This is an optimization exercise on Yosys and OpenROAD, whose aim is small area and a short achievable clock period, not a production implementation.
The RTL was checked by simulation tests, not by an equivalence proof against the original design.
Power figures rest on the tool's default switching activity, not on a simulated workload.

===== flow/config.mk =====
export PLATFORM = sky130hd
export DESIGN_NAME = mproc
export DESIGN_NICKNAME = mproc
export VERILOG_FILES = /design/flow/design.v
export SDC_FILE = /design/flow/constraint.sdc
export NUM_CORES = 4
export LEC_CHECK = 0
export ABC_AREA = 1
export CAP_MARGIN = 20
export CORE_MARGIN = 2
export CORE_UTILIZATION = 50
export CTS_BUF_LIST = sky130_fd_sc_hd__clkbuf_8
export SETUP_SLACK_MARGIN = 5.0
export SLEW_MARGIN = 20

===== flow/constraint.sdc =====
create_clock -name core_clock -period 8.5 [get_ports {clk}]
set_input_delay 1.7000 -clock core_clock [delete_from_list [all_inputs] [get_ports {clk}]]
set_output_delay 1.7000 -clock core_clock [all_outputs]
set_load 0.01 [all_outputs]

===== flow/design.v =====
module mproc (input wire clk, reset, input wire [15:0] d_in, output wire [6:0] addr, output wire [15:0] d_out);
  reg  [6:0]   pc;
  reg  [10:0]  ir;       
  reg  [1:0]   cls;      
  reg  [127:0] rf;       
  reg  [15:0]  opa, opb; 
  reg          f, l, c;  
  wire e   = ~f & ~l;
  wire ld  = cls == 2'b10;
  wire ef  = e & ~ld;
  wire el  = e & ld;
  wire jmp = (cls == 2'b01) & ef;
  wire wr  = el | (ef & (cls == 2'b00));
  wire       fs = f & ~reset;
  wire [7:0] sa = (8'd1 << d_in[2:0]) & {8{fs}};
  wire [7:0] sb = (8'd1 << d_in[5:3]) & {8{fs}};
  wire [15:0] ra = (rf[15:0] & {16{sa[0]}}) |
                     (rf[31:16] & {16{sa[1]}}) |
                     (rf[47:32] & {16{sa[2]}}) |
                     (rf[63:48] & {16{sa[3]}}) |
                     (rf[79:64] & {16{sa[4]}}) |
                     (rf[95:80] & {16{sa[5]}}) |
                     (rf[111:96] & {16{sa[6]}}) |
                     (rf[127:112] & {16{sa[7]}});
  wire [15:0] rb = (rf[15:0] & {16{sb[0]}}) |
                     (rf[31:16] & {16{sb[1]}}) |
                     (rf[47:32] & {16{sb[2]}}) |
                     (rf[63:48] & {16{sb[3]}}) |
                     (rf[79:64] & {16{sb[4]}}) |
                     (rf[95:80] & {16{sb[5]}}) |
                     (rf[111:96] & {16{sb[6]}}) |
                     (rf[127:112] & {16{sb[7]}});
  wire [15:0] a = opa, b = opb;
  wire [1:0]  op = ir[10:9];
  wire [17:0] s2 = {1'b0, a, 1'b1} + {1'b0, b ^ {16{op[0]}}, op[0]};
  wire [16:0] s  = s2[17:1];
  wire [15:0] res = op[1] ? (op[0] ? (a | b) : (a & b)) : s[15:0];
  wire nz = |d_in[13:11];
  wire [1:0] cls_in = {d_in[15] | (~d_in[14] & nz), d_in[14] | (~d_in[15] & nz)};
  wire [15:0] wd = reset ? 16'd0 : (el ? d_in : res);
  wire [2:0]  wa = ir[8:6];
  wire        ua = reset | f | (wr & (wa == ir[2:0]));
  wire        ub = reset | f | (wr & (wa == ir[5:3]));
  integer i;
  always @(posedge clk) begin
    c <= s[16];
    for (i = 0; i < 8; i = i + 1)
      if (reset | (wr & (wa == i))) rf[16*i +: 16] <= wd;
    if (ua) opa <= ra | (wd & {16{~fs}});
    if (ub) opb <= rb | (wd & {16{~fs}});
    if (reset) begin
      pc <= 7'd0; ir <= 11'd0; cls <= 2'b00; f <= 1'b1; l <= 1'b0; c <= 1'b0;
    end else begin
      if (el | f) pc <= pc + 7'd1;
      else if (jmp & c) pc <= pc - ir[6:0];
      if (f) begin ir <= d_in[10:0]; cls <= cls_in; end
      f <= l | ef;
      l <= el;
    end
  end
  assign addr  = pc;
  assign d_out = opa;
endmodule

===== flow/flow/run.sh =====
#!/bin/bash
# The standard layout, with repair_timing aiming for a larger setup margin and
# plain buffers on the ports.
set -euo pipefail
bash standard.sh SETUP_SLACK_MARGIN=5.45 "BUFFER_PORTS_ARGS=-buffer_cell sky130_fd_sc_hd__buf_2" finish > run_standard.log 2>&1

===== flow/standard.sh =====
#!/bin/bash
# synth_recipe.tcl (not shown) runs the flow's synth.tcl, then flattens the netlist and writes it again
# the make line also repeats each setting of config.mk as NAME=value (left out here)
make -C /OpenROAD-flow-scripts/flow DESIGN_CONFIG=/design/flow/config.mk WORK_HOME=/design/flow/orfs CLKGATE_MAP_FILE= SYNTH_SCRIPT=/design/flow/synth_recipe.tcl "${@:-finish}"

==> results of run 1 <==
## state kept, by name, indices dropped and copies added (netlist names)
signal / cells
rf: 128
opa: 16
cls: 2
l: 1
f: 1
c: 1
opb: 16
ir: 11
pc: 7
## Yosys cell counts, drive strengths merged (19+ instances only)
library cell / count
a21oi: 54
buf: 19
dfxtp: 23
edfxtp: 160
ha: 26
inv: 144
nand2: 277
nand3: 38
nand4: 19
nor2: 76
nor3: 26
o21ai: 60
o22ai: 25
xor2: 23
## power groups by stage
| stage | logic (mW) | registers, mW | clock network [mW] |
|---|---|---|---|
| 6_report | 0.886 | 1.44 | 0.647 |
| 5_1_grt | 0.984 | 1.46 | 0.686 |
| 4_1_cts | 0.849 | 1.43 | 0.654 |
| 3_5_place_dp | 0.830 | 1.45 | 0 |
| 3_3_place_gp | 0.826 | 1.45 | 0 |
| 2_1_floorplan | 0.557 | 1.41 | 0 |
## worst max-delay path: stages
cell and delay (ns):
buf_4 0.17, nor2_4 0.09, nand2_1 0.42, inv_2 0.28, nand2_1 0.12, o2111ai_1 0.11, nor3_1 0.27, nand2_1 0.09
## final timing paths
kind	from	endpoint	slack (ns)	cells past startpoint
hold / removal	l	f	0.46	2
hold reg to reg	l	f	0.46	2
setup / recovery	reset	opa[11]	5.47	8
setup reg to reg	ir[9]	rf[4]	5.66	11
## cells in the final DEF, fill, tap and decap left out, types with 3 or more instances in the layout
master and instances:
edfxtp_1 160, buf_4 37, nor3_1 23, nor2_1 59, o21ai_0 52, o41ai_4 8
nand3b_1 5, dfxtp_1 23, buf_2 39, nand2_1 270, xnor2_1 5, o22ai_1 25
clkbuf_8 17, a21oi_2 6, o2bb2ai_1 4, nand3_1 38, o2111ai_1 15, inv_1 130
a21oi_4 3, nand4_1 19, o21ai_1 8, clkinvlp_4 4, inv_6 5, a22o_1 10
a21oi_1 45, nand2_4 5, a22oi_1 3, maj3_1 14, xor2_1 23, a221oi_1 6
nor2_4 13, inv_2 10, nor2_2 4, ha_1 26, bufinv_16 4, nor3_2 3
## final cells by class
cell class                 instances  area (sq um)
clock buffer                      17           234
sequential                       183          5270
tap                              265           332
clock inverter                    13           191
timing repair buffer              78           504
inverter                         144           559
fill                            1750          8090
multi-input combinational        709          4160
## timing repair
action / 4_1_cts / 5_1_grt
setup buffers: 20 / 2
setup endpoints to repair: 106 / 104
resized for setup: 23 / 19
pin swaps: 7 / 1
## per-stage QoR
step / instance area (sq um) / cells / utilization (%)
floorplan: 9870 / 1067 / -
global route: 11200 / 1409 / 58.1
detailed placement: 10500 / 1357 / 54.2
global placement: 10500 / 1357 / 54.2
finish: 11200 / 1409 / 58.1
CTS: 11100 / 1407 / 57.7
## cell families after synthesis
logic type | count (synthesis)
simple gates | 445
fa+ha+maj | 41
xor+xnor | 28
buf+inv | 175
flops | 183
compound gates | 195
## routing by layer
| metal | up-vias | routed length, microns |
|---|---|---|
| met3 | 69 | 2990 |
| met5 | - | 0 |
| met2 | 429 | 13800 |
| li1 | 3808 | - |
| met4 | 0 | 1110 |
| met1 | 3765 | 12600 |
==> results.cfg, run 1 <==
[synth]
synth_xor_area_share_pct = 2.50
synth_area_leaders = edfxtp_1, nand2_1, inv_1
synth_top_family_by_area = simple AND/OR/NAND/NOR gates
synthAdderAreaFrac_pct = 4.95
synth_cell_type_count = 44
synthesis.area_sq_um = 9810
yosys_warnings = 1
synth-seq-cells = 183
synth-simple-area-share_pct = 19.5
syn_inst = 1067
synth_compound_area_share_pct = 12.4
ys_seq_area_share_pct = 53.7
ys.flop_type = edfxtp_1
synth_top_area_share_pct = 49.0
synth_edf_count = 160
synth_largest_area_cell = edfxtp_1
syn-num-nets = 1112
async_flop_share_pct = 0
avgSynthCellArea_sq_um = 9.19
synthMuxAreaShare_pct = 0

[clock_tree]
cts_sinks = 183
cts.path.max_buffers = 2
insertion_delay_ns = 0.48
cts_buffers = 17
cts_tree = built
hold_buffers = 0
cts_root_buffer = clkbuf_8
path_clk_slew_ns = 0.10
htreeDepth = 4

[global_route]
top_usage_layer = met2
grt.overflow.total = 0
track_usage_pct = 30.0
grt_pass1_wl_mm = 44.8
grt_max_degree = 37
grt_pass1_vias = 7618
antenna_found_initial = 0
use_met1_pct = 39.9
use_met2_pct = 48.2
grt_util_met3_pct = 5.93

[detailed_routing]
drt-total-wl_mm = 30.5
drtIter0Drc = 832
via_per_inst = 5.73
vias = 8071
drt-pass1-iter-count = 6
wl_per_cell_microns = 21.6
drc = 0
ant_nets = 0

[sta]
relSlewSlack_pct = 44.8
finalSetupViolations = 0
slew_viol_final = 0
fmax_mhz = 330
rsz0062_at_grt = true
finalCritPeriodShare_pct = 35.6
worst_slew_pin_slew_ns = 0.826
setup_tns_ns = 0
hold_viol = 0
setup_ws_ns = 5.47
whs_ns = 0.456
period_needed_ns = 3.03
finClkSkew_ns = 0.0195

[placed_design]
gp_congestion = 0.932
io_buffers = 40
post-dp-hpwl_mm = 21.0
dp_slack_ns = 3.85

[worst_setup_path]
cp-end-kind = flop
critPathLaunchType = input port
cp_max_fo = 10
cp.required_ns = 8.73
crit_type = in2reg
cp.arrival_ns = 3.25

[power_and_ir_drop]
finalPower_mw = 2.97
ir_worst_vdd_v = 0.000129
combPwrFrac_pct = 29.9
pwr-share-clk_pct = 21.8
p_per_area_nw_per_um2 = 264
p_int_mw = 1.89
switching_power_mw = 1.08
seq_power_share_pct = 48.4
p_sw_share_pct = 36.2
leakage_nw = 4.81

[floorplanning]
die_w_microns = 144
initial_core_util_pct = 50.7
row_count = 51
coreArea_sq_um = 19300
die_h_microns = 144
dieArea_sq_um = 20800
io_pins = 41

[final_layout]
layout.nets = 1178
area_growth_pct = 14.6
drive_above_1_share_pct = 14.7
antenna_cells = 0

[run]
cap_violations = 0

[min_path]
hold_class = reg2reg

[run_status]
status = complete, no violations
==> run 2, diff against run 1 <==
==> flow/flow/run.sh (replaced) <==
#!/bin/bash
# The standard layout, with repair_timing aiming for a larger setup margin.
set -euo pipefail
bash standard.sh SETUP_SLACK_MARGIN=5.6 finish > run_standard.log 2>&1
--- a/flow/config.mk
+++ b/flow/config.mk
@@ -10,5 +10,4 @@
 export CORE_MARGIN = 2
 export CORE_UTILIZATION = 50
-export CTS_BUF_LIST = sky130_fd_sc_hd__clkbuf_8
 export SETUP_SLACK_MARGIN = 5.0
 export SLEW_MARGIN = 20
==> run 2 against run 1 <==
Net effect:
- still clean on timing, DRC and antenna
- clock skew down 0.0079 ns
- sequential share of layout area down 2.3 points
- register-to-register slack improved by 0.07 ns
- synthesized area is the same
- non-clock buffer count increased by 26
- total power grew 6.1%
- count of clock-buffer cells in the layout unchanged
- flip-flop and latch count unchanged
- via count is 1.8% higher
==> results.cfg, run 2 <==
[placed_design]
dp_slack_ns = 3.43
gp_congestion = 0.913
post-dp-hpwl_mm = 21.1
io_buffers = 40

[sta]
whs_ns = 0.475
finalCritPeriodShare_pct = 33.8
setup_tns_ns = 0
finalSetupViolations = 0
finClkSkew_ns = 0.0116
rsz0062_at_grt = true
setup_ws_ns = 5.62
relSlewSlack_pct = 42.2
worst_slew_pin_slew_ns = 0.864
hold_viol = 0
period_needed_ns = 2.88
fmax_mhz = 348
slew_viol_final = 0

[detailed_routing]
drt-pass1-iter-count = 6
drt-total-wl_mm = 31.4
ant_nets = 0
drc = 0
wl_per_cell_microns = 21.8
drtIter0Drc = 748
via_per_inst = 5.72
vias = 8218

[clock_tree]
hold_buffers = 0
cts.path.max_buffers = 2
cts_tree = built
cts_sinks = 183
htreeDepth = 4
insertion_delay_ns = 0.44
path_clk_slew_ns = 0.07
cts_root_buffer = clkbuf_16
cts_buffers = 17

[synth]
yosys_warnings = 1
ys.flop_type = edfxtp_1
synth-seq-cells = 183
ys_seq_area_share_pct = 53.7
synthesis.area_sq_um = 9810
synth_top_area_share_pct = 49.0
synth_edf_count = 160
synth_largest_area_cell = edfxtp_1
synth_area_leaders = edfxtp_1, nand2_1, inv_1
syn-num-nets = 1112
syn_inst = 1067
async_flop_share_pct = 0
yosysMostFrequentCell = nand2_1
synth_common_cells = nand2_1, edfxtp_1, inv_1
avgSynthCellArea_sq_um = 9.19
synth_cell_type_count = 44

[floorplanning]
row_count = 51
die_w_microns = 144
initial_core_util_pct = 50.7
die_h_microns = 144
dieArea_sq_um = 20800
coreArea_sq_um = 19300
io_pins = 41

[global_route]
grt_pass1_wl_mm = 46.3
grt_pass1_vias = 7713
track_usage_pct = 30.9
grt_max_degree = 37
antenna_found_initial = 0
grt.overflow.total = 0

[worst_setup_path]
slowest_stage = edfxtp_1
reg2reg_from = ir[9]
reg2reg_slack_ns = 5.73
critPathLaunchType = flop
cp.arrival_ns = 1.18
crit_path_max_incr_delay_ns = 0.43
cp_max_fo = 2
worst-path-buf-inv = 1
reg2regPathDepth = 13
cp-end-kind = primary output
cp_cell_sequence = dlygate4sd2_1
cp.required_ns = 6.80
crit_type = reg2out
r2r_end = opb[7]
cp_top_family = flip-flops

[min_path]
whs_path_depth = 2
hold_class = reg2reg
min_from = l
hold_end = f

[power_and_ir_drop]
ir_worst_vdd_v = 0.000147
leakage_nw = 5.05
p_per_area_nw_per_um2 = 266
finalPower_mw = 3.15

[final_layout]
layout.nets = 1204
area.sequential_sq_um = 5270
layout_commonest_cell = nand2_1
antenna_cells = 0
drive_above_1_share_pct = 16.1
area_growth_pct = 20.6
multiInputGateArea_sq_um = 4230
reg.largest.list = rf (128), opa (16), opb (16)
fillers = 1640
largest_reg_flops = 128
regMostFlops = rf
final_cell_mix = nand2_1, edfxtp_1, inv_1

[run]
cap_violations = 0

[run_status]
status = complete, no violations
==> run 2: cell counts after synthesis <==
Identical to the previous run, type by type.
==> run 2: worst max path at each step <==
stage               startpoint        to  slack (ns)  cells after the start
floorplan                    f    opa[0]        5.35                      4
global placement         reset    opa[0]        3.55                     10
detailed placement       reset    opa[7]        3.43                     10
CTS                     opa[4]  d_out[4]        5.60                      1
global route             reset   opb[10]        5.49                     13
finish                  opa[3]  d_out[3]        5.62                      1
==> run 2: logic make-up after synthesis <==
family | after synthesis | share of synthesized area, %
compound gates | 195 | 12.4
xor+xnor | 28 | 2.50
simple gates | 445 | 19.5
flops | 183 | 53.7
buf+inv | 175 | 7.05
fa+ha+maj | 41 | 4.95
==> run 2: cell type report <==
| type | instances | area share (%) |
|---|---|---|
| clock buffer | 17 | 3.60 |
| clock inverter | 15 | 1.18 |
| multi-input combinational | 709 | 35.8 |
| sequential | 183 | 44.5 |
| timing repair buffer | 104 | 7.33 |
| inverter | 144 | 4.81 |
| tap | 265 | 2.80 |
==> run 2: power by group <==
| part | switching [mW] | internal [mW] |
|---|---|---|
| registers | 0.142 | 1.29 |
| clock network | 0.378 | 0.387 |
| logic | 0.630 | 0.323 |
| total | 1.15 | 2.00 |
==> run 2: repair_timing <==
action	in CTS	in global routing
setup endpoints to repair	340	128
buffers inserted	39	10
pin swaps	14	7
gates resized for setup	101	38
==> run 2: per-stage QoR <==
step                      instance area (sq um)  util [%]  cells
after floorplan                            9890         -   1067
after global placement                    10700      55.2   1356
after detailed placement                  10700      55.2   1356
after CTS                                 11700      60.5   1427
after global routing                      11800      61.2   1437
final                                     11800      61.2   1437
==> run 2: layer usage <==
| metal | part of all wire, % | wire length (microns) | up-vias | track usage [%] |
|---|---|---|---|---|
| met3 | 9.5 | 2990 | 65 | 5.99 |
| met2 | 46 | 14300 | 417 | 49.3 |
| met5 | 0 | 0 | - | 0 |
| met4 | 2.7 | 856 | 0 | 10.1 |
| li1 | - | - | 3871 | - |
| met1 | 42 | 13200 | 3865 | 42.6 |
==> run 3, diff against run 2 <==
--- a/flow/design.v
+++ b/flow/design.v
@@ -12,4 +12,9 @@
   wire jmp = (cls == 2'b01) & ef;
   wire wr  = el | (ef & (cls == 2'b00));
+  wire [2:0]  wa = ir[8:6];
+  wire [15:0] res;
+  wire [15:0] wd = reset ? 16'd0 : (el ? d_in : res);
+  wire        ua = reset | f | (wr & (wa == ir[2:0]));
+  wire        ub = reset | f | (wr & (wa == ir[5:3]));
   wire       fs = f & ~reset;
   wire [7:0] sa = (8'd1 << d_in[2:0]) & {8{fs}};
@@ -22,5 +27,6 @@
                      (rf[95:80] & {16{sa[5]}}) |
                      (rf[111:96] & {16{sa[6]}}) |
-                     (rf[127:112] & {16{sa[7]}});
+                     (rf[127:112] & {16{sa[7]}}) |
+                     (wd & {16{ua & ~fs}}) | (opa & {16{~ua}});
   wire [15:0] rb = (rf[15:0] & {16{sb[0]}}) |
                      (rf[31:16] & {16{sb[1]}}) |
@@ -30,16 +36,13 @@
                      (rf[95:80] & {16{sb[5]}}) |
                      (rf[111:96] & {16{sb[6]}}) |
-                     (rf[127:112] & {16{sb[7]}});
+                     (rf[127:112] & {16{sb[7]}}) |
+                     (wd & {16{ub & ~fs}}) | (opb & {16{~ub}});
   wire [15:0] a = opa, b = opb;
   wire [1:0]  op = ir[10:9];
   wire [17:0] s2 = {1'b0, a, 1'b1} + {1'b0, b ^ {16{op[0]}}, op[0]};
   wire [16:0] s  = s2[17:1];
-  wire [15:0] res = op[1] ? (op[0] ? (a | b) : (a & b)) : s[15:0];
+  assign res = op[1] ? (op[0] ? (a | b) : (a & b)) : s[15:0];
   wire nz = |d_in[13:11];
   wire [1:0] cls_in = {d_in[15] | (~d_in[14] & nz), d_in[14] | (~d_in[15] & nz)};
-  wire [15:0] wd = reset ? 16'd0 : (el ? d_in : res);
-  wire [2:0]  wa = ir[8:6];
-  wire        ua = reset | f | (wr & (wa == ir[2:0]));
-  wire        ub = reset | f | (wr & (wa == ir[5:3]));
   integer i;
   always @(posedge clk) begin
@@ -47,6 +50,6 @@
     for (i = 0; i < 8; i = i + 1)
       if (reset | (wr & (wa == i))) rf[16*i +: 16] <= wd;
-    if (ua) opa <= ra | (wd & {16{~fs}});
-    if (ub) opb <= rb | (wd & {16{~fs}});
+    opa <= ra;
+    opb <= rb;
     if (reset) begin
       pc <= 7'd0; ir <= 11'd0; cls <= 2'b00; f <= 1'b1; l <= 1'b0; c <= 1'b0;
==> flow/flow/run.sh (replaced) <==
#!/bin/bash
# The standard layout, with repair_timing aiming for a larger setup margin and
# plain buffers on the ports.
set -euo pipefail
bash standard.sh SETUP_SLACK_MARGIN=5.9 "BUFFER_PORTS_ARGS=-buffer_cell sky130_fd_sc_hd__buf_2" finish > run_standard.log 2>&1
==> run 3 against run 2 <==
Net effect:
- combinational power is 66% higher
- highest routed layer unchanged
- global-route usage is 0.90 points higher
- still clean
- critical path type is now in2reg
- register-to-register slack better by 0.21 ns
- critical endpoint is now opb[2]
- clock power is 4.2% higher
- wire length is 16% higher
- largest cell class is now multi-input combinational cells
==> results.cfg, run 3 <==
[sta]
worst_slew_pin_slew_ns = 0.678
finalCritPeriodShare_pct = 32.7
finalSetupViolations = 0
fmax_mhz = 360
rsz0062_at_grt = true
slew_viol_final = 0
period_needed_ns = 2.78
relSlewSlack_pct = 54.3
whs_ns = 0.497
setup_ws_ns = 5.72
finClkSkew_ns = 0.0126
setup_tns_ns = 0
hold_viol = 0

[worst_setup_path]
cp_cell_sequence = buf_2, inv_2, nor2_4, nand2_4, clkinvlp_4, buf_6, nand2_4, o21ai_4, nor4_4, nand3_1
worst-path-buf-inv = 4
crit_type = in2reg
critPathLaunchType = input port
cp_top_family = simple AND/OR/NAND/NOR gates
slowest_stage = nor4_4
crit_path_max_incr_delay_ns = 0.37
cp_max_fo = 5
cp.arrival_ns = 3.07
reg2reg_from = ir[9]
reg2reg_slack_ns = 5.94
r2r_end = rf[105]
cpMostUsedCell = nand2_4
cp.required_ns = 8.79
cp-end-kind = flop
reg2regPathDepth = 13

[detailed_routing]
drt-total-wl_mm = 36.3
drtIter0Drc = 1154
ant_nets = 0
drc = 0
vias = 9688
via_per_inst = 5.98
wl_per_cell_microns = 22.4
drt-pass1-iter-count = 6

[synth]
yosysMostFrequentCell = nand2_1
synth_cell_type_count = 46
synth_top_area_share_pct = 38.7
synth-seq-cells = 183
syn_inst = 1222
yosys_warnings = 1
synth_common_cells = nand2_1, inv_1, nor2_1
synth_compound_area_share_pct = 15.2
synth_area_leaders = edfxtp_1, dfxtp_1, nand2_1
synth-simple-area-share_pct = 20.2
synth_top_family_by_area = simple AND/OR/NAND/NOR gates
avgSynthCellArea_sq_um = 8.13
synthAdderAreaFrac_pct = 3.48
ys.flop_type = edfxtp_1
syn-num-nets = 1267
synthMuxAreaShare_pct = 0
ys_seq_area_share_pct = 49.8
synth_largest_area_cell = edfxtp_1
async_flop_share_pct = 0
synthesis.area_sq_um = 9940
synth_xor_area_share_pct = 1.23
synth_edf_count = 128

[final_layout]
area_growth_pct = 31.9
reg.largest.list = rf (128), opa (16), opb (16)
layout_commonest_cell = nand2_1
final_area_sq_um = 13100
largest_reg_flops = 128
layout.nets = 1388
drive_above_1_share_pct = 25.7
regMostFlops = rf
final_cell_mix = nand2_1, inv_1, edfxtp_1
antenna_cells = 0

[power_and_ir_drop]
p_per_area_nw_per_um2 = 299
p_sw_share_pct = 41.0
ir_worst_vdd_v = 0.000237
combPwrFrac_pct = 40.2
leakage_nw = 5.77
seq_power_share_pct = 39.5
pwr-share-clk_pct = 20.3
p_int_mw = 2.32
switching_power_mw = 1.61

[floorplanning]
io_pins = 41
die_h_microns = 145
initial_core_util_pct = 51.1
die_w_microns = 145
coreArea_sq_um = 19500
row_count = 51
dieArea_sq_um = 21000

[min_path]
whs_path_depth = 2
hold_end = f
min_from = l
hold_class = reg2reg

[global_route]
grt_max_degree = 38
grt_pass1_wl_mm = 50.3
antenna_found_initial = 0
grt.overflow.total = 0
track_usage_pct = 31.8
grt_pass1_vias = 8559

[clock_tree]
cts_buffers = 17
cts_tree = built
htreeDepth = 4
insertion_delay_ns = 0.44
path_clk_slew_ns = 0.08
cts_sinks = 183
cts_root_buffer = clkbuf_16
cts.path.max_buffers = 2

[placed_design]
post-dp-hpwl_mm = 22.3
io_buffers = 40
dp_slack_ns = 4.55
gp_congestion = 0.922
dpl_cell_area_sq_um = 10600

[run_status]
status = complete, no violations

[run]
cap_violations = 0
-- run 3: worst max-delay path by stage --
stage / end / slack [ns] / from / depth (start not counted)
2_1_floorplan: opb[3] / 5.65 / reset / 11
3_3_place_gp: opa[7] / 4.57 / reset / 8
3_5_place_dp: opa[4] / 4.55 / reset / 8
4_1_cts: d_out[6] / 5.86 / opa[6] / 1
5_1_grt: opb[0] / 5.73 / reset / 12
6_report: opb[2] / 5.72 / d_in[4] / 10
-- run 3: cells by family (layout without fill, tap and decap cells) --
group,after synthesis,after routing
xor+xnor,14,14
buf+inv,254,384
fa+ha+maj,27,27
flops,183,183
compound gates,257,257
simple gates,487,491
-- run 3: worst reg2reg max path: cells and delay by family, from the launching register on --
kind,cells,cell delay [ns]
adders and majority gates,1,0.37
xor gates and xnor gates,1,0.17
and+or+nand+nor,8,0.85
AOI/OAI and AO/OA,1,0.36
buffers and inverters,2,0.20
DFF,1,0.38
-- run 3: timing repair --
action | CTS | global route
cloned | 1 | 7
endpoints found under the setup margin | 190 | 210
pin swaps | 18 | 40
hold buffers | 0 | 0
gates resized for setup | 151 | 114
setup buffers | 42 | 40
-- run 3: metrics by stage --
step / power (mW) / utilization, % / std cells
after global routing: 4.10 / 67.3 / 1621
final: 3.92 / 67.3 / 1621
after CTS: 3.74 / 62.6 / 1574
after detailed placement: 2.76 / 54.7 / 1499
after floorplan: 2.34 / - / 1222
after global placement: 2.77 / 54.7 / 1499
-- run 3: cell type report --
| cell class | instances | area [sq um] |
|---|---|---|
| flip-flops and latches | 183 | 5010 |
| inverters | 217 | 896 |
| multi-input cells | 789 | 5020 |
| repair buffers | 133 | 1220 |
| clock inverters | 15 | 180 |
| repair inverters | 2 | 16.3 |
| fillers | 1547 | 6360 |
| clock buffers | 17 | 425 |
| well taps | 265 | 332 |
-- run 3: per-layer routing --
layer  vias to the layer above  part of all wire (%)  global-route usage [%]  wire length, microns
met5                         -                     0                       0                     0
met2                       692                    44                    49.2                 16000
met1                      4493                    40                    43.4                 14300
li1                       4370                     -                       -                     -
met4                         0                   4.3                    11.6                  1560
met3                       133                    12                    7.89                  4330
-- run 3: power by group through the flow --
stage / Combinational, mW / Sequential [mW] / Clock (mW)
floorplan: 0.860 / 1.48 / 0
global placement: 1.24 / 1.53 / 0
detailed placement: 1.23 / 1.54 / 0
CTS: 1.42 / 1.53 / 0.800
global route: 1.70 / 1.57 / 0.831
finish: 1.58 / 1.55 / 0.797
==> run 4, diff against run 3 <==
--- a/flow/config.mk
+++ b/flow/config.mk
@@ -10,4 +10,5 @@
 export CORE_MARGIN = 2
 export CORE_UTILIZATION = 50
+export CTS_BUF_LIST = sky130_fd_sc_hd__clkbuf_8 sky130_fd_sc_hd__clkbuf_16
 export SETUP_SLACK_MARGIN = 5.0
 export SLEW_MARGIN = 20
==> run 4 against run 3 <==
Net effect:
- still clean
- cell count did not move
- sequential share of layout area is the same
- combinational power hardly changed
- global-route usage stayed put
- die area unchanged
- worst setup slack unchanged
- wire length is the same
- critical path depth stayed put
- non-clock buffer count did not move
- fmax unchanged
- synthesized cell count did not move
- via count is the same
- largest cell class unchanged
==> results.cfg, run 4 <==
[synth]
avgSynthCellArea_sq_um = 8.13
synthesis.area_sq_um = 9940
synth_largest_area_cell = edfxtp_1
synth_top_area_share_pct = 38.7
ys.flop_type = edfxtp_1
yosys_warnings = 1
async_flop_share_pct = 0
ys_seq_area_share_pct = 49.8
synth_common_cells = nand2_1, inv_1, nor2_1
syn-num-nets = 1267
synth_cell_type_count = 46
synth_area_leaders = edfxtp_1, dfxtp_1, nand2_1
yosysMostFrequentCell = nand2_1
synth-seq-cells = 183
synth_edf_count = 128
syn_inst = 1222

[final_layout]
area_growth_pct = 31.9
regMostFlops = rf
layout.nets = 1388
antenna_cells = 0
layout_commonest_cell = nand2_1
final_cell_mix = nand2_1, inv_1, edfxtp_1
reg.largest.list = rf (128), opa (16), opb (16)
largest_reg_flops = 128
final_util_pct = 67.3
drive_above_1_share_pct = 25.7

[sta]
setup_ws_ns = 5.72
finalCritPeriodShare_pct = 32.7
finalSetupViolations = 0
finClkSkew_ns = 0.0126
hold_viol = 0
fmax_mhz = 360
rsz0062_at_grt = true
period_needed_ns = 2.78
worst_slew_pin_slew_ns = 0.678
whs_ns = 0.497
relSlewSlack_pct = 54.3
setup_tns_ns = 0
slew_viol_final = 0

[floorplanning]
coreArea_sq_um = 19500
dieArea_sq_um = 21000
row_count = 51
initial_core_util_pct = 51.1
die_h_microns = 145
die_w_microns = 145
io_pins = 41

[worst_setup_path]
cp.arrival_ns = 3.07
crit_type = in2reg
reg2reg_slack_ns = 5.94
slowest_stage = nor4_4
cp-startpoint = d_in[4]
cp.required_ns = 8.79
cp_max_fo = 5
critical_path.endpoint = opb[2]
critPathLaunchType = input port
reg2regPathDepth = 13
crit_path_max_incr_delay_ns = 0.37
cp_cell_sequence = buf_2, inv_2, nor2_4, nand2_4, clkinvlp_4, buf_6, nand2_4, o21ai_4, nor4_4, nand3_1
r2r_end = rf[105]
cp-end-kind = flop
cpMostUsedCell = nand2_4
reg2reg_from = ir[9]

[placed_design]
gp_congestion = 0.922
dp_slack_ns = 4.55
post-dp-hpwl_mm = 22.3
io_buffers = 40

[power_and_ir_drop]
p_per_area_nw_per_um2 = 299
ir_worst_vdd_v = 0.000237
leakage_nw = 5.77

[run]
cap_violations = 0

[detailed_routing]
drt-total-wl_mm = 36.3
vias = 9688
wl_per_cell_microns = 22.4
drtIter0Drc = 1154
drc = 0
ant_nets = 0
drt-pass1-iter-count = 6
via_per_inst = 5.98

[clock_tree]
path_clk_slew_ns = 0.08
insertion_delay_ns = 0.44
cts_root_buffer = clkbuf_16
cts_buffers = 17
hold_buffers = 0
cts.path.max_buffers = 2
cts_sinks = 183
cts_tree = built
htreeDepth = 4

[global_route]
antenna_found_initial = 0
grt.overflow.total = 0
grt_pass1_wl_mm = 50.3
grt_max_degree = 38
grt_pass1_vias = 8559
track_usage_pct = 31.8

[min_path]
min_from = l
hold_class = reg2reg

[run_status]
status = complete, no violations
==> run 4: cell counts after synthesis <==
Identical to the previous run, type by type.
==> run 4: timing repair <==
action,4_1_cts,5_1_grt
buffers inserted,42,40
pin swaps,18,40
gates cloned,1,7
resized for setup,151,114
endpoints found under the setup margin,190,210
==> run 4: worst min-delay path by stage <==
stage	to	slack, ns	depth (start not counted)
2_1_floorplan	f	0.44	2
4_1_cts	f	0.48	2
3_5_place_dp	f	0.48	2
3_3_place_gp	f	0.46	2
5_1_grt	opb[11]	0.53	2
6_report	f	0.50	2
==> run 4: layout make-up <==
class,count,area [sq um]
fillers,1547,6360
multi-input cells,789,5020
flip-flops and latches,183,5010
repair buffers,133,1220
inverters,217,896
clock buffers,17,425
well taps,265,332
clock inverters,15,180
repair inverters,2,16.3
==> run 4: worst max-delay path, delay by kind of cell <==
family | cells | cell delay, ns
AO/OA/AOI/OAI | 1 | 0.06
buffers and inverters | 4 | 0.54
AND/OR/NAND/NOR | 5 | 0.76
==> run 4: layer usage <==
metal,vias up,wire length [microns],track usage [%]
li1,4370,-,-
met1,4493,14300,43.4
met2,692,16000,49.2
met3,133,4330,7.89
met4,0,1560,11.6
met5,-,0,0
==> run 4: kinds of logic after synthesis <==
group | Yosys count | share of synthesized area, %
and+or+nand+nor | 487 | 20.2
AOI/OAI and AO/OA | 257 | 15.3
buffers and inverters | 254 | 10.0
DFF | 183 | 49.8
adders and majority gates | 27 | 3.48
xor gates and xnor gates | 14 | 1.23
==> run 4: metrics by stage <==
step | instances | instance area (sq um) | power [mW]
floorplan | 1222 | 10300 | 2.34
global placement | 1499 | 10600 | 2.77
detailed placement | 1499 | 10600 | 2.76
CTS | 1574 | 12200 | 3.74
global route | 1621 | 13100 | 4.10
finish | 1621 | 13100 | 3.92
==> run 4: power breakdown <==
part | internal, mW | switching [mW]
registers | 1.36 | 0.190
clock network | 0.398 | 0.399
logic | 0.558 | 1.02
==> run 5, diff against run 4 <==
==> flow/flow/run.sh (replaced) <==
#!/bin/bash
# The standard layout, with repair_timing aiming for a larger setup margin and
# plain buffers on the ports.
set -euo pipefail
bash standard.sh SETUP_SLACK_MARGIN=5.7 "BUFFER_PORTS_ARGS=-buffer_cell sky130_fd_sc_hd__buf_2" finish > run_standard.log 2>&1
--- a/flow/config.mk
+++ b/flow/config.mk
@@ -9,6 +9,6 @@
 export CAP_MARGIN = 20
 export CORE_MARGIN = 2
-export CORE_UTILIZATION = 50
-export CTS_BUF_LIST = sky130_fd_sc_hd__clkbuf_8 sky130_fd_sc_hd__clkbuf_16
+export CORE_UTILIZATION = 60
+export CTS_BUF_LIST = sky130_fd_sc_hd__clkbuf_8
 export SETUP_SLACK_MARGIN = 5.0
 export SLEW_MARGIN = 20
==> run 5 against run 4 <==
Net effect:
- still clean on timing, DRC and antenna
- via count shrank 5.0%
- utilization up 3.6 points
- combinational power is 15% lower
- fmax is 1.0% lower
- flip-flop and latch count stayed put
- cell count down 6.3%
- sequential share of layout area increased by 4.4 points
- non-clock buffer count shrank 52
- design area fell by 11%
- critical endpoint is now opb[1]
==> results.cfg, run 5 <==
[run_status]
status = complete, no violations

[synth]
synth_largest_area_cell = edfxtp_1
synth_top_area_share_pct = 38.7
yosysMostFrequentCell = nand2_1
synthesis.area_sq_um = 9940
syn-num-nets = 1267
synth-seq-cells = 183
syn_inst = 1222
yosys_warnings = 1
async_flop_share_pct = 0
synth_edf_count = 128
synth_cell_type_count = 46
ys.flop_type = edfxtp_1
synth_area_leaders = edfxtp_1, dfxtp_1, nand2_1
synth_common_cells = nand2_1, inv_1, nor2_1
ys_seq_area_share_pct = 49.8
avgSynthCellArea_sq_um = 8.13

[sta]
worst_slew_pin_slew_ns = 1.01
finalSetupViolations = 0
hold_viol = 0
fmax_mhz = 357
finClkSkew_ns = 0.0234
setup_ws_ns = 5.70
setup_tns_ns = 0
period_needed_ns = 2.80
rsz0062_at_grt = true
relSlewSlack_pct = 32.5
finalCritPeriodShare_pct = 33.0
slew_viol_final = 0

[final_layout]
drive_above_1_share_pct = 15.7
layout_commonest_cell = nand2_1
stdcell_count = 1519
largest_reg_flops = 128
multiInputGateArea_sq_um = 4520
layout.nets = 1331
regMostFlops = rf
area_growth_pct = 17.1
fillers = 1298
area.sequential_sq_um = 4960
final_cell_mix = nand2_1, inv_1, nor2_1
reg.largest.list = rf (128), opa (16), opb (16)
antenna_cells = 0

[worst_setup_path]
critPathLaunchType = input port
worst-path-buf-inv = 3
crit_path_max_incr_delay_ns = 0.35
cp.depth = 7
cp_cell_sequence = buf_16, buf_4, nor2_2, nand2_1, clkinvlp_4, nand2_1, nand3_1
slowest_stage = nor2_2
r2r_end = opb[10]
reg2reg_from = ir[7]
cp-end-kind = flop
cp_top_family = simple AND/OR/NAND/NOR gates
cp.arrival_ns = 3.23
reg2reg_slack_ns = 5.78
crit_type = in2reg
cpMostUsedCell = nand2_1
cp_max_fo = 12
cp-startpoint = reset
reg2regPathDepth = 7
cp.required_ns = 8.93

[clock_tree]
cts.path.max_buffers = 2
htreeDepth = 4
cts_buffers = 17
cts_tree = built
path_clk_slew_ns = 0.12
hold_buffers = 0
cts_sinks = 183
insertion_delay_ns = 0.50
cts_root_buffer = clkbuf_8

[min_path]
hold_end = f
whs_path_depth = 2
hold_class = reg2reg
min_from = l

[placed_design]
gp_congestion = 0.973
dp.cells = 1454
dp_slack_ns = 4.45
io_buffers = 40
post-dp-hpwl_mm = 21.2

[power_and_ir_drop]
ir_worst_vdd_v = 0.000159
leakage_nw = 5.26
p_per_area_nw_per_um2 = 301

[detailed_routing]
vias = 9207
ant_nets = 0
drt-total-wl_mm = 31.7
drc = 0
wl_per_cell_microns = 20.9
drt-pass1-iter-count = 6
via_per_inst = 6.06
drtIter0Drc = 1276

[global_route]
track_usage_pct = 36.0
grt_pass1_vias = 8303
grt_pass1_wl_mm = 47.6
grt.overflow.total = 0
grt_max_degree = 33
antenna_found_initial = 0

[floorplanning]
initial_core_util_pct = 60.6
die_w_microns = 133
die_h_microns = 133
io_pins = 41
dieArea_sq_um = 17600
row_count = 47
coreArea_sq_um = 16400

[run]
cap_violations = 0
==> run 5: worst max path at each step <==
stage / end / slack [ns]
after floorplan: opb[5] / 5.65
after global placement: opa[12] / 4.46
after detailed placement: opa[12] / 4.45
after CTS: opa[9] / 5.69
after global routing: pc[5] / 5.67
final: opb[1] / 5.70
==> run 5: per-layer routing <==
layer | track usage [%] | part of all wire [%] | vias up | wire (microns)
met5 | 0 | 0 | - | 0
met4 | 15.2 | 4.5 | 0 | 1410
met3 | 7.39 | 12 | 120 | 3700
met2 | 54.3 | 44 | 627 | 14000
met1 | 50.8 | 40 | 4212 | 12500
li1 | - | - | 4248 | -
==> run 5: power by group <==
part,total [mW],internal (mW),switching [mW],leakage (nW)
clock,0.626,0.254,0.372,0.214
sequential,1.53,1.34,0.182,1.77
combinational,1.35,0.429,0.918,3.28
total,3.50,2.03,1.47,5.26
==> run 5: worst register-to-register path, delay by kind of cell, from the launching register on <==
family          cells  cell delay, ns
compound gates      1            0.81
buf+inv             1            0.43
flops               1            0.48
simple gates        5            0.92
==> run 5: what timing repair did <==
| item | in CTS | in global routing |
|---|---|---|
| cloned | 0 | 1 |
| pin swaps | 3 | 15 |
| setup endpoints to repair | 173 | 149 |
| gates resized for setup | 66 | 33 |
| setup buffers | 8 | 24 |
==> run 5: layout make-up <==
class / instances / area share [%]
clock buffers: 17 / 2.01
inverters: 217 / 7.51
repair inverters: 1 / 0.0968
repair buffers: 81 / 4.92
flip-flops and latches: 183 / 42.6
multi-input cells: 785 / 38.8
clock inverters: 15 / 1.63
well taps: 220 / 2.37
==> run 5: stage by stage <==
stage | util (%) | hold slack [ns] | cell area [sq um] | power (mW)
final | 70.9 | 0.500 | 11600 | 3.50
after global routing | 70.9 | 0.544 | 11600 | 3.70
after CTS | 68.7 | 0.497 | 11300 | 3.39
after detailed placement | 64.2 | 0.470 | 10500 | 2.73
after global placement | 64.2 | 0.462 | 10500 | 2.72
after floorplan | - | 0.441 | 10200 | 2.32
==> run 5: cell families after synthesis <==
group | count (synthesis) | synth area share (%)
flops | 183 | 49.8
xor+xnor | 14 | 1.23
compound gates | 257 | 15.3
buf+inv | 254 | 10.0
fa+ha+maj | 27 | 3.48
simple gates | 487 | 20.2
==> run 6, diff against run 5 <==
--- a/flow/config.mk
+++ b/flow/config.mk
@@ -9,5 +9,5 @@
 export CAP_MARGIN = 20
 export CORE_MARGIN = 2
-export CORE_UTILIZATION = 60
+export CORE_UTILIZATION = 50
 export CTS_BUF_LIST = sky130_fd_sc_hd__clkbuf_8
 export SETUP_SLACK_MARGIN = 5.0
==> run 6 against run 5 <==
Net effect:
- still clean on timing, DRC and antenna
- via count fell by 2.7%
- sequential power is essentially flat
- critical path depth rose by 2
- sequential share of layout area down 0.15 points
- count of clock-buffer cells in the layout unchanged
- register-to-register slack barely moved
- synthesized area unchanged
- die area is 19% higher
- cell count is 2.6% higher
- non-clock buffer count fell by 5
- critical endpoint is now opa[4]
- largest power group unchanged
==> results.cfg, run 6 <==
[worst_setup_path]
reg2reg_slack_ns = 5.78
cp_max_fo = 9
r2r_end = rf[18]
cp.arrival_ns = 3.21
reg2regPathDepth = 9
critPathLaunchType = input port
cp.required_ns = 8.91
cp-end-kind = flop
crit_type = in2reg
reg2reg_from = ir[9]
cp-startpoint = d_in[0]

[detailed_routing]
maxUsedRoutingLayer = met4
drc = 0
vias = 8961
wl_met3_mm = 2.79
ant_nets = 0
via_per_inst = 5.75
wl_met2_mm = 14.7
drt-pass1-iter-count = 8
drt-total-wl_mm = 32.6
drt-met1-wl_mm = 14.3
drtIter0Drc = 1008
wl_per_cell_microns = 20.9

[final_layout]
final_cell_mix = nand2_1, inv_1, nor2_1
final_area_sq_um = 11700
reg.largest.list = rf (128), opa (16), opb (16)
layout.nets = 1326
layout_commonest_cell = nand2_1
largest_reg_flops = 128
regMostFlops = rf
area_growth_pct = 17.4
fillers = 1756
drive_above_1_share_pct = 15.6
antenna_cells = 0
final_util_pct = 60.0

[global_route]
antenna_found_initial = 0
grt_pass1_vias = 8292
grt_pass1_wl_mm = 48.9
track_usage_pct = 30.7
grt.overflow.total = 0
grt_max_degree = 33

[run]
cap_violations = 0

[synth]
yosys_warnings = 1
synthesis.area_sq_um = 9940
synth_largest_area_cell = edfxtp_1
synth-seq-cells = 183
avgSynthCellArea_sq_um = 8.13
synth_edf_count = 128
synth_cell_type_count = 46
synth_top_area_share_pct = 38.7
syn_inst = 1222
synth_common_cells = nand2_1, inv_1, nor2_1
async_flop_share_pct = 0
synth_area_leaders = edfxtp_1, dfxtp_1, nand2_1
syn-num-nets = 1267
ys.flop_type = edfxtp_1
yosysMostFrequentCell = nand2_1
ys_seq_area_share_pct = 49.8

[sta]
finalSetupViolations = 0
rsz0062_at_grt = true
setup_tns_ns = 0
period_needed_ns = 2.81
worst_slew_pin_slew_ns = 0.923
fmax_mhz = 356
hold_viol = 0
setup_ws_ns = 5.69
slew_viol_final = 0
finalCritPeriodShare_pct = 33.0
finClkSkew_ns = 0.0244
relSlewSlack_pct = 38.5

[clock_tree]
insertion_delay_ns = 0.47
cts.path.max_buffers = 2
cts_buffers = 17
cts_sinks = 183
cts_root_buffer = clkbuf_8
hold_buffers = 0
htreeDepth = 4
cts_tree = built
path_clk_slew_ns = 0.10

[power_and_ir_drop]
combPwrFrac_pct = 38.3
ir_worst_vdd_v = 0.000168
leakage_nw = 5.27
p_sw_share_pct = 41.7
p_int_mw = 2.05
pwr-share-clk_pct = 18.4
switching_power_mw = 1.47
p_per_area_nw_per_um2 = 301
seq_power_share_pct = 43.4
finalPower_mw = 3.52

[min_path]
whs_path_depth = 2
min_from = l
hold_end = f
hold_class = reg2reg

[floorplanning]
initial_core_util_pct = 51.1
dieArea_sq_um = 21000
row_count = 51
die_h_microns = 145
coreArea_sq_um = 19500
die_w_microns = 145
io_pins = 41

[placed_design]
gp_congestion = 0.903
post-dp-hpwl_mm = 22.1
dpl_cell_area_sq_um = 10600
dp_slack_ns = 4.40
io_buffers = 40

[run_status]
status = complete, no violations
## run 6: metal layers
layer / vias up / track usage (%)
met5: - / 0
li1: 4220 / -
met4: 0 / 9.70
met2: 515 / 48.4
met1: 4163 / 44.1
met3: 63 / 3.99
## run 6: worst max path at each step
stage / to / depth (start not counted)
5_1_grt: opb[2] / 10
4_1_cts: rf[102] / 12
3_3_place_gp: opa[10] / 8
2_1_floorplan: opb[5] / 11
6_report: opa[4] / 9
3_5_place_dp: opa[10] / 8
## run 6: critical path, stage by stage
cell       delay, ns
buf_2           0.16
inv_1           0.07
nor2_1          0.45
nand2_4         0.23
clkinv_4        0.16
a21oi_1         0.09
o2111ai_1       0.20
nor2_1          0.07
nand2_1         0.07
## run 6: metrics by stage
step | hold slack (ns) | std cells
floorplan | 0.441 | 1222
global placement | 0.468 | 1499
detailed placement | 0.470 | 1499
CTS | 0.486 | 1545
global route | 0.525 | 1559
finish | 0.486 | 1559
## run 6: cells by family after synthesis
kind of cell | count (synthesis) | synth area share, %
and+or+nand+nor | 487 | 20.2
AOI/OAI and AO/OA | 257 | 15.3
buffers and inverters | 254 | 10.0
DFF | 183 | 49.8
adders and majority gates | 27 | 3.48
xor gates and xnor gates | 14 | 1.23
## run 6: what timing repair did
| item | 4_1_cts | 5_1_grt |
|---|---|---|
| gates cloned | 0 | 1 |
| pin swaps | 5 | 10 |
| endpoints found under the setup margin | 173 | 149 |
| buffers inserted | 14 | 13 |
| resized for setup | 72 | 30 |
## run 6: layout make-up
class / count / area [sq um] / share of cell area [%]
inverters: 217 / 873 / 7.48
repair inverters: 1 / 11.3 / 0.0965
clock buffers: 17 / 234 / 2.01
clock inverters: 15 / 204 / 1.75
multi-input cells: 785 / 4560 / 39.0
flip-flops and latches: 183 / 4960 / 42.5
repair buffers: 76 / 500 / 4.29
well taps: 265 / 332 / 2.84
## run 6: power by group through the flow
stage / Combinational (mW) / Clock, mW / Sequential [mW]
after floorplan: 0.836 / 0 / 1.48
after global placement: 1.22 / 0 / 1.53
after detailed placement: 1.21 / 0 / 1.53
after CTS: 1.28 / 0.648 / 1.51
after global routing: 1.48 / 0.681 / 1.55
final: 1.35 / 0.646 / 1.52
==> run 7, diff against run 6 <==
--- a/flow/design.v
+++ b/flow/design.v
@@ -3,5 +3,6 @@
   reg  [10:0]  ir;       
   reg  [1:0]   cls;      
-  reg  [127:0] rf;       
+  reg  [127:0] rfn;      
+  wire [127:0] rf = ~rfn;
   reg  [15:0]  opa, opb; 
   reg          f, l, c;  
@@ -49,5 +50,5 @@
     c <= s[16];
     for (i = 0; i < 8; i = i + 1)
-      if (reset | (wr & (wa == i))) rf[16*i +: 16] <= wd;
+      if (reset | (wr & (wa == i))) rfn[16*i +: 16] <= ~wd;
     opa <= ra;
     opb <= rb;
==> run 7 against run 6 <==
Net effect:
- still clean on timing, DRC and antenna
- via count is 5.9% lower
- first-iteration DRC count down 18%
- critical path depth fell by 1
- critical path type unchanged
==> results.cfg, run 7 <==
[worst_setup_path]
cp.required_ns = 8.90
critPathLaunchType = input port
cp_max_fo = 16
cp-end-kind = flop
worst-path-buf-inv = 2
crit_path_max_incr_delay_ns = 0.34
slowest_stage = or2_2
cp_top_family = simple AND/OR/NAND/NOR gates
crit_type = in2reg
cp.arrival_ns = 3.22
reg2reg_slack_ns = 5.83
cp_cell_sequence = buf_2, clkinvlp_4, nor2_8, nand2_4, or2_2, o2111ai_1, nor3_1, o21ai_1

[power_and_ir_drop]
finalPower_mw = 3.23
p_per_area_nw_per_um2 = 294
leakage_nw = 4.51
ir_worst_vdd_v = 0.000134

[synth]
async_flop_share_pct = 0
synth_top_area_share_pct = 39.8
yosysMostFrequentCell = nand2_1
ys_seq_area_share_pct = 51.2
synth_compound_area_share_pct = 16.2
synth_largest_area_cell = edfxtp_1
synth-simple-area-share_pct = 20.2
synthesis.area_sq_um = 9650
ys.flop_type = edfxtp_1
synthAdderAreaFrac_pct = 3.58
synth-seq-cells = 183
synth_xor_area_share_pct = 1.63
syn-num-nets = 1141
synthMuxAreaShare_pct = 0
synth_common_cells = nand2_1, nor2_1, edfxtp_1
synth_cell_type_count = 48
syn_inst = 1096
synth_top_family_by_area = simple AND/OR/NAND/NOR gates
yosys_warnings = 1
synth_area_leaders = edfxtp_1, dfxtp_1, nand2_1
synth_edf_count = 128
avgSynthCellArea_sq_um = 8.80

[sta]
finalSetupViolations = 0
setup_tns_ns = 0
hold_viol = 0
slew_viol_final = 0
fmax_mhz = 355
finClkSkew_ns = 0.0228
worst_slew_pin_slew_ns = 0.767
period_needed_ns = 2.82
relSlewSlack_pct = 48.8
finalCritPeriodShare_pct = 33.1
rsz0062_at_grt = true

[final_layout]
antenna_cells = 0
reg.largest.list = rfn (128), opa (16), opb (16)
regMostFlops = rfn
layout_commonest_cell = nand2_1
largest_reg_flops = 128
final_cell_mix = nand2_1, nor2_1, edfxtp_1
area_growth_pct = 14.1
final_area_sq_um = 11000
drive_above_1_share_pct = 15.2
layout.nets = 1181

[global_route]
track_usage_pct = 30.1
grt_max_degree = 36
antenna_found_initial = 0
grt_pass1_vias = 7656
grt.overflow.total = 0
grt_pass1_wl_mm = 45.3

[detailed_routing]
wl_per_cell_microns = 21.3
drt-total-wl_mm = 30.1
drtIter0Drc = 831
wl_met2_mm = 13.3
drc = 0
ant_nets = 0
vias = 8433
via_per_inst = 5.99
drt-met1-wl_mm = 13.3
drt-pass1-iter-count = 6
wl_met3_mm = 2.65
maxUsedRoutingLayer = met4

[placed_design]
gp_congestion = 0.873
post-dp-hpwl_mm = 19.6
dpl_cell_area_sq_um = 10100
io_buffers = 40

[floorplanning]
die_h_microns = 143
io_pins = 41
die_w_microns = 143
row_count = 50
dieArea_sq_um = 20400
initial_core_util_pct = 51.2
coreArea_sq_um = 18800

[clock_tree]
cts_buffers = 17
cts_sinks = 183
insertion_delay_ns = 0.49
cts.path.max_buffers = 2
cts_tree = built
htreeDepth = 4
cts_root_buffer = clkbuf_8
hold_buffers = 0
path_clk_slew_ns = 0.12

[min_path]
hold_class = reg2reg

[run_status]
status = complete, no violations

[run]
cap_violations = 0
run 7: cell types whose count changed after synthesis, moves of 10 or more:
cell,previous run,this run
nand2_1,238,196
a21oi_1,75,41
a31oi_1,0,26
o22ai_1,70,117
inv_1,213,110
a211oi_1,10,0
o21ai_0,70,60
run 7: worst paths after layout:
check / to / start / depth (start not counted)
hold reg to reg: pc[6] / pc[6] / 2
setup reg to reg: opa[2] / ir[6] / 6
setup / recovery: opb[1] / d_in[5] / 8
hold / removal: pc[6] / pc[6] / 2
run 7: logic make-up after synthesis:
kind of cell | Yosys count
simple gates | 445
compound gates | 266
flops | 183
buf+inv | 157
fa+ha+maj | 27
xor+xnor | 18
run 7: through the flow:
step                      hold slack (ns)  setup slack, ns  util [%]  cells
after floorplan                     0.459             5.71         -   1096
after global placement              0.478             4.14      53.9   1363
after detailed placement            0.484             4.10      53.9   1363
after CTS                           0.519             5.70      57.3   1400
after global routing                0.542             5.66      58.5   1409
final                               0.510             5.68      58.5   1409
run 7: cell type report:
type                            instances  area, sq um
Fill cell                            1641         7820
Sequential cell                       183         4970
Multi-Input combinational cell        757         4410
Inverter                              115          452
Timing Repair Buffer                   61          405
Tap cell                              260          325
Clock buffer                           17          234
Clock inverter                         15          203
Timing Repair inverter                  1         8.76
run 7: what timing repair did:
action                     in CTS  in global routing
cloned                          2                  0
buffers inserted                3                  9
pin swaps                       3                  3
setup endpoints to repair     173                128
resized for setup              43                 33
run 7: per-layer routing:
| layer | GRT usage [%] | vias up |
|---|---|---|
| li1 | - | 3939 |
| met1 | 43.3 | 3975 |
| met2 | 46.0 | 458 |
| met3 | 5.00 | 61 |
| met4 | 11.3 | 0 |
| met5 | 0 | - |
run 7: worst reg2reg max path, delay by kind of cell, from the launching register on:
kind / cells / cell delay [ns]
flops: 1 / 0.71
simple gates: 3 / 0.89
buf+inv: 1 / 0.16
compound gates: 2 / 0.85
run 7: report_power, final:
| group | internal [mW] | switching (mW) | leakage [nW] |
|---|---|---|---|
| Sequential | 1.32 | 0.224 | 1.57 |
| Clock | 0.278 | 0.355 | 0.216 |
| Combinational | 0.349 | 0.704 | 2.73 |
==> run 8, diff against run 7 <==
==> flow/flow/run.sh (replaced) <==
#!/bin/bash
# The standard layout, with repair_timing aiming for a larger setup margin and
# plain buffers on the ports.
set -euo pipefail
bash standard.sh SETUP_SLACK_MARGIN=5.8 "BUFFER_PORTS_ARGS=-buffer_cell sky130_fd_sc_hd__buf_1" finish > run_standard.log 2>&1
==> run 8 against run 7 <==
Net effect:
- hold slack worse by 0.0076 ns
- cell count up 2.8%
- critical path depth up 2
- via count up 2.5%
- design area up 5.4%
- clock power down 3.6%
- clock skew down 0.0025 ns
- count of clock-buffer cells in the layout unchanged
- utilization up 3.2 points
==> results.cfg, run 8 <==
[final_layout]
final_cell_mix = nand2_1, edfxtp_1, nor2_1
final_util_pct = 61.6
layout.nets = 1221
antenna_cells = 0
multiInputGateArea_sq_um = 4520
area_growth_pct = 20.3
reg.largest.list = rfn (128), opa (16), opb (16)
regMostFlops = rfn
layout_commonest_cell = nand2_1
fillers = 1572
drive_above_1_share_pct = 19.4
largest_reg_flops = 128
area.sequential_sq_um = 5010

[worst_setup_path]
critPathLaunchType = input port
reg2reg_slack_ns = 5.96
reg2regPathDepth = 13
cp_max_fo = 7
critical_path.endpoint = opb[14]
cp.required_ns = 8.91
crit_type = in2reg
r2r_end = opb[0]
cp-startpoint = d_in[5]
reg2reg_from = ir[9]
cp-end-kind = flop
cp.arrival_ns = 3.14

[synth]
synth-simple-area-share_pct = 20.2
synth_compound_area_share_pct = 16.2
avgSynthCellArea_sq_um = 8.80
syn-num-nets = 1141
synth_top_family_by_area = simple AND/OR/NAND/NOR gates
ys_seq_area_share_pct = 51.2
async_flop_share_pct = 0
synth_edf_count = 128
synthMuxAreaShare_pct = 0
synth_area_leaders = edfxtp_1, dfxtp_1, nand2_1
synth_xor_area_share_pct = 1.63
ys.flop_type = edfxtp_1
syn_inst = 1096
yosys_warnings = 1
synth_top_area_share_pct = 39.8
synth_common_cells = nand2_1, nor2_1, edfxtp_1
synth_cell_type_count = 48
synth_largest_area_cell = edfxtp_1
yosysMostFrequentCell = nand2_1
synthesis.area_sq_um = 9650
synthAdderAreaFrac_pct = 3.58
synth-seq-cells = 183

[floorplanning]
die_h_microns = 143
dieArea_sq_um = 20400
coreArea_sq_um = 18800
initial_core_util_pct = 51.2
io_pins = 41
row_count = 50
die_w_microns = 143

[min_path]
hold_class = reg2reg

[detailed_routing]
ant_nets = 0
maxUsedRoutingLayer = met4
wl_met3_mm = 3.40
wl_per_cell_microns = 21.6
drt-total-wl_mm = 31.3
drtIter0Drc = 1091
drc = 0
vias = 8647
drt-met1-wl_mm = 13.2
wl_met2_mm = 13.7
drt-pass1-iter-count = 5
via_per_inst = 5.97

[global_route]
track_usage_pct = 30.3
grt_pass1_wl_mm = 45.4
grt.overflow.total = 0
antenna_found_initial = 0
grt_max_degree = 36
grt_pass1_vias = 7729

[placed_design]
dp_slack_ns = 4.38
gp_congestion = 0.866
io_buffers = 40
post-dp-hpwl_mm = 19.5

[clock_tree]
cts.path.max_buffers = 2
path_clk_slew_ns = 0.09
insertion_delay_ns = 0.47
cts_tree = built
htreeDepth = 4
cts_root_buffer = clkbuf_8
cts_sinks = 183
cts_buffers = 17

[sta]
rsz0062_at_grt = true
setup_ws_ns = 5.77
relSlewSlack_pct = 41.3
finClkSkew_ns = 0.0202
hold_viol = 0
setup_tns_ns = 0
period_needed_ns = 2.73
finalCritPeriodShare_pct = 32.1
slew_viol_final = 0
fmax_mhz = 366
worst_slew_pin_slew_ns = 0.880
finalSetupViolations = 0

[power_and_ir_drop]
p_sw_share_pct = 39.1
leakage_nw = 4.74
ir_worst_vdd_v = 0.000162
pwr-share-clk_pct = 18.1
p_per_area_nw_per_um2 = 290
combPwrFrac_pct = 35.9
seq_power_share_pct = 46.0
switching_power_mw = 1.32
p_int_mw = 2.05

[run]
cap_violations = 0

[run_status]
status = complete, no violations
==> run 8: per-layer routing <==
layer  GRT usage [%]  vias to the layer above
li1                -                     4034
met1            42.8                     4015
met2            45.7                      509
met5               0                        -
met4            12.0                        0
met3            6.77                       89
==> run 8: how the worst min path moves through the flow <==
| stage | startpoint | cells after the start | slack (ns) | endpoint |
|---|---|---|---|---|
| final | l | 2 | 0.50 | f |
| after global routing | l | 2 | 0.53 | f |
| after CTS | l | 2 | 0.50 | f |
| after detailed placement | l | 2 | 0.48 | f |
| after global placement | l | 2 | 0.48 | f |
| after floorplan | l | 2 | 0.46 | f |
==> run 8: repair_timing <==
item | 4_1_cts | 5_1_grt
setup buffers | 21 | 26
cloned | 3 | 2
pin swaps | 5 | 10
resized for setup | 105 | 64
setup endpoints to repair | 313 | 165
hold buffers | 0 | 0
==> run 8: logic make-up (layout without fill, tap and decap cells) <==
kind of cell / Yosys count / in the layout
AO/OA/AOI/OAI: 266 / 266
adder cells (fa/ha/maj): 27 / 27
XOR/XNOR: 18 / 18
buffers and inverters: 157 / 247
flip-flops: 183 / 183
AND/OR/NAND/NOR: 445 / 448
==> run 8: worst max-delay path, cell delays in order <==
cell        delay (ns)
buf_2             0.19
clkinvlp_4        0.13
nor2_1            0.27
nand2_4           0.17
buf_12            0.18
o22ai_1           0.16
nor2_1            0.07
nand2_1           0.13
a31oi_1           0.06
nand2_1           0.08
==> run 8: cell type report <==
class / count / share of cell area [%]
timing repair buffer: 99 / 7.54
sequential: 183 / 43.2
multi-input combinational: 759 / 39.0
tap: 260 / 2.80
inverter: 115 / 3.89
clock buffer: 17 / 2.02
clock inverter: 15 / 1.53
timing repair inverter: 1 / 0.0755
==> run 8: power by group through the flow <==
| stage | clock network (mW) | logic [mW] | registers, mW |
|---|---|---|---|
| after global routing | 0.646 | 1.34 | 1.57 |
| final | 0.610 | 1.21 | 1.55 |
| after floorplan | 0 | 0.706 | 1.47 |
| after detailed placement | 0 | 0.987 | 1.55 |
| after global placement | 0 | 0.975 | 1.55 |
| after CTS | 0.614 | 1.08 | 1.53 |
==> run 8: per-stage QoR <==
stage | cells | power, mW | cell area [sq um] | hold slack, ns
4_1_cts | 1421 | 3.22 | 11100 | 0.501
3_3_place_gp | 1365 | 2.52 | 10100 | 0.476
5_1_grt | 1449 | 3.56 | 11600 | 0.526
6_report | 1449 | 3.37 | 11600 | 0.502
2_1_floorplan | 1096 | 2.18 | 9850 | 0.459
3_5_place_dp | 1365 | 2.53 | 10100 | 0.480
==> run 9, diff against run 8 <==
==> flow/flow/run.sh (replaced) <==
#!/bin/bash
# The standard layout, with repair_timing aiming for a larger setup margin and
# plain buffers on the ports.
set -euo pipefail
bash standard.sh SETUP_SLACK_MARGIN=6.0 "BUFFER_PORTS_ARGS=-buffer_cell sky130_fd_sc_hd__buf_2" finish > run_standard.log 2>&1
--- a/flow/config.mk
+++ b/flow/config.mk
@@ -13,2 +13,3 @@
 export SETUP_SLACK_MARGIN = 5.0
 export SLEW_MARGIN = 20
+export TNS_END_PERCENT = 0
==> run 9 against run 8 <==
Net effect:
- utilization hardly changed
- count of clock-buffer cells in the layout unchanged
- sequential power hardly changed
- non-clock buffer count grew 6
- design area hardly changed
- die area unchanged
- hold slack better by 0.0058 ns
- clock skew shrank 0.00063 ns
- worst setup slack better by 0.050 ns
- synthesized cell count unchanged
- critical path depth did not move
- wire length increased by 2.4%
- critical path type unchanged
- highest routed layer is now met5
==> results.cfg, run 9 <==
[synth]
synth-seq-cells = 183
async_flop_share_pct = 0
synth_common_cells = nand2_1, nor2_1, edfxtp_1
ys_seq_area_share_pct = 51.2
yosys_warnings = 1
synth_area_leaders = edfxtp_1, dfxtp_1, nand2_1
yosysMostFrequentCell = nand2_1
ys.flop_type = edfxtp_1
syn-num-nets = 1141
synth_edf_count = 128
synth_largest_area_cell = edfxtp_1
synth_cell_type_count = 48
synthesis.area_sq_um = 9650
avgSynthCellArea_sq_um = 8.80
synth_top_area_share_pct = 39.8
syn_inst = 1096

[sta]
finalCritPeriodShare_pct = 31.5
finalSetupViolations = 0
hold_viol = 0
fmax_mhz = 373
whs_ns = 0.508
relSlewSlack_pct = 44.9
period_needed_ns = 2.68
worst_slew_pin_slew_ns = 0.826
rsz0062_at_grt = true
slew_viol_final = 0
setup_tns_ns = 0
finClkSkew_ns = 0.0196

[clock_tree]
cts.path.max_buffers = 2
insertion_delay_ns = 0.48
hold_buffers = 0
cts_root_buffer = clkbuf_8
htreeDepth = 4
cts_tree = built
cts_sinks = 183
cts_buffers = 17
path_clk_slew_ns = 0.10

[worst_setup_path]
r2r_end = opb[6]
crit_path_max_incr_delay_ns = 0.30
reg2reg_from = ir[6]
slowest_stage = or2_2
reg2regPathDepth = 7
cp_cell_sequence = buf_2, nand2_1, nor2_4, nand2_8, or2_2, o21ai_0, nor2_1, nand2_1, a31oi_1, nand2_1
worst-path-buf-inv = 1
reg2reg_slack_ns = 5.97
crit_type = in2reg
cp-end-kind = flop
cp_max_fo = 16
cpMostUsedCell = nand2_1
cp.required_ns = 8.92
critical_path.endpoint = opb[8]
cp.depth = 10
cp_top_family = simple AND/OR/NAND/NOR gates
critPathLaunchType = input port
cp-startpoint = d_in[3]
cp.arrival_ns = 3.10

[global_route]
antenna_found_initial = 1
grt_max_degree = 33
track_usage_pct = 31.7
grt_pass1_vias = 7973
grt_pass1_wl_mm = 47.5
grt.overflow.total = 0

[detailed_routing]
drt-pass1-iter-count = 5
via_per_inst = 5.99
drt-met1-wl_mm = 13.5
wl_per_cell_microns = 22.1
wl_met3_mm = 3.72
drtIter0Drc = 984
drc = 0
drt-total-wl_mm = 32.1
wl_met2_mm = 13.8
maxUsedRoutingLayer = met5
vias = 8711
ant_nets = 0

[run_status]
status = complete, no violations

[power_and_ir_drop]
ir_worst_vdd_v = 0.000119
leakage_nw = 4.69
p_per_area_nw_per_um2 = 284

[placed_design]
io_buffers = 40
dpl_cell_area_sq_um = 10200
gp_congestion = 0.872
post-dp-hpwl_mm = 19.5
dp.cells = 1363

[min_path]
hold_class = reg2reg

[floorplanning]
row_count = 50
io_pins = 41
dieArea_sq_um = 20400
die_w_microns = 143
coreArea_sq_um = 18800
die_h_microns = 143
initial_core_util_pct = 51.2

[final_layout]
drive_above_1_share_pct = 20.9
reg.largest.list = rfn (128), opa (16), opb (16)
final_util_pct = 61.6
layout_commonest_cell = nand2_1
stdcell_count = 1454
area_growth_pct = 20.2
final_cell_mix = nand2_1, edfxtp_1, nor2_1
antenna_cells = 0
largest_reg_flops = 128
final_area_sq_um = 11600
regMostFlops = rfn
layout.nets = 1226

[run]
cap_violations = 0
-- run 9: cell types whose count changed in the layout (fill, tap and decap cells not counted), moves of 3 or more --
cell,delta
nand2_4,-5
inv_8,-3
o21ai_0,+3
nand2_8,+5
buf_12,-3
clkinvlp_4,+3
o21ai_1,-4
buf_1,-10
buf_4,+10
buf_2,+15
clkbuf_2,-3
-- run 9: metal layers --
layer,up-vias,track usage [%]
met3,86,10.0
met5,-,0
li1,4041,-
met4,2,11.0
met2,515,48.1
met1,4067,43.2
-- run 9: worst min path at each step --
stage	start	to	slack [ns]	cells after the start
after global placement	l	f	0.48	2
after detailed placement	l	f	0.49	2
after CTS	pc[6]	pc[6]	0.50	2
after global routing	opb[9]	opb[9]	0.53	2
final	pc[6]	pc[6]	0.51	2
after floorplan	l	f	0.46	2
-- run 9: final cells by class --
| class | count | area [sq um] |
|---|---|---|
| Fill cell | 1600 | 7230 |
| Sequential cell | 183 | 5010 |
| Multi-Input combinational cell | 758 | 4590 |
| Timing Repair Buffer | 105 | 868 |
| Inverter | 115 | 455 |
| Tap cell | 260 | 325 |
| Clock buffer | 17 | 234 |
| Clock inverter | 15 | 105 |
| Timing Repair inverter | 1 | 8.76 |
-- run 9: worst min-delay path, stage by stage, from the launching register on --
cell and delay, ns:
dfxtp_2 0.35, nor2_1 0.09, nor2_1 0.05
-- run 9: repair_timing --
item                       CTS  global route
setup buffers               39            17
hold endpoints to repair     0             0
setup endpoints to repair  191           181
cloned                       2             1
gates resized for setup     97            53
pin swaps                    7            10
-- run 9: report_power, final --
group | internal, mW | switching, mW | total (mW)
sequential | 1.33 | 0.205 | 1.54
combinational | 0.436 | 0.790 | 1.23
clock | 0.203 | 0.322 | 0.525
total | 1.97 | 1.32 | 3.29
-- run 9: cell families (layout without fill, tap and decap cells) --
family | after synthesis | after routing | share of synthesized area (%)
AND/OR/NAND/NOR | 445 | 447 | 20.2
AO/OA/AOI/OAI | 266 | 266 | 16.2
flip-flops | 183 | 183 | 51.2
buffers and inverters | 157 | 253 | 7.07
adder cells (fa/ha/maj) | 27 | 27 | 3.58
XOR/XNOR | 18 | 18 | 1.63
-- run 9: through the flow --
step,total power [mW],worst slack [ns]
detailed placement,2.55,4.52
CTS,3.19,5.83
global placement,2.54,4.55
floorplan,2.18,5.77
global route,3.49,5.79
finish,3.29,5.82

## what the ideal ports hide
The results above use ideal ports. As a check the final layouts listed here were re-extracted and re-timed, cells and wires unchanged.
Step 1 (the two cells are an assumption about what drives the block):
set clk [get_ports {clk}]
set_driving_cell -lib_cell sky130_fd_sc_hd__clkbuf_16 $clk
set_driving_cell -lib_cell sky130_fd_sc_hd__buf_2 [delete_from_list [all_inputs] $clk]
Step 2 also shifts input and output timing later by t, the mid clock arrival at the registers, as if the neighbouring blocks saw the same clock.
Slacks: no drivers / after step 1 / after step 2; pairs: no drivers / after step 1.
| run | t, ns | setup slack, ns | clock arrival spread, ns |
|---|---|---|---|
| run 1 | 0.509 | 5.472 / 5.490 / 4.981 | 0.020 / 0.020 |
| run 2 | 0.487 | 5.623 / 5.573 / 5.156 | 0.011 / 0.012 |
| run 3 | 0.479 | 5.725 / 5.701 / 5.221 | 0.013 / 0.013 |
| run 4 | 0.479 | 5.725 / 5.701 / 5.221 | 0.013 / 0.013 |
| run 5 | 0.528 | 5.696 / 5.672 / 5.144 | 0.024 / 0.024 |
| run 6 | 0.504 | 5.693 / 5.678 / 5.174 | 0.024 / 0.024 |
| run 7 | 0.520 | 5.684 / 5.693 / 5.179 | 0.023 / 0.023 |
| run 8 | 0.503 | 5.769 / 5.780 / 5.277 | 0.020 / 0.020 |
| run 9 | 0.509 | 5.819 / 5.788 / 5.320 | 0.019 / 0.020 |
After both steps every run listed still meets setup and hold. For run 5, which loses most, drivers alone change the setup slack by -0.024 ns; drivers and shift together by -0.552 ns.
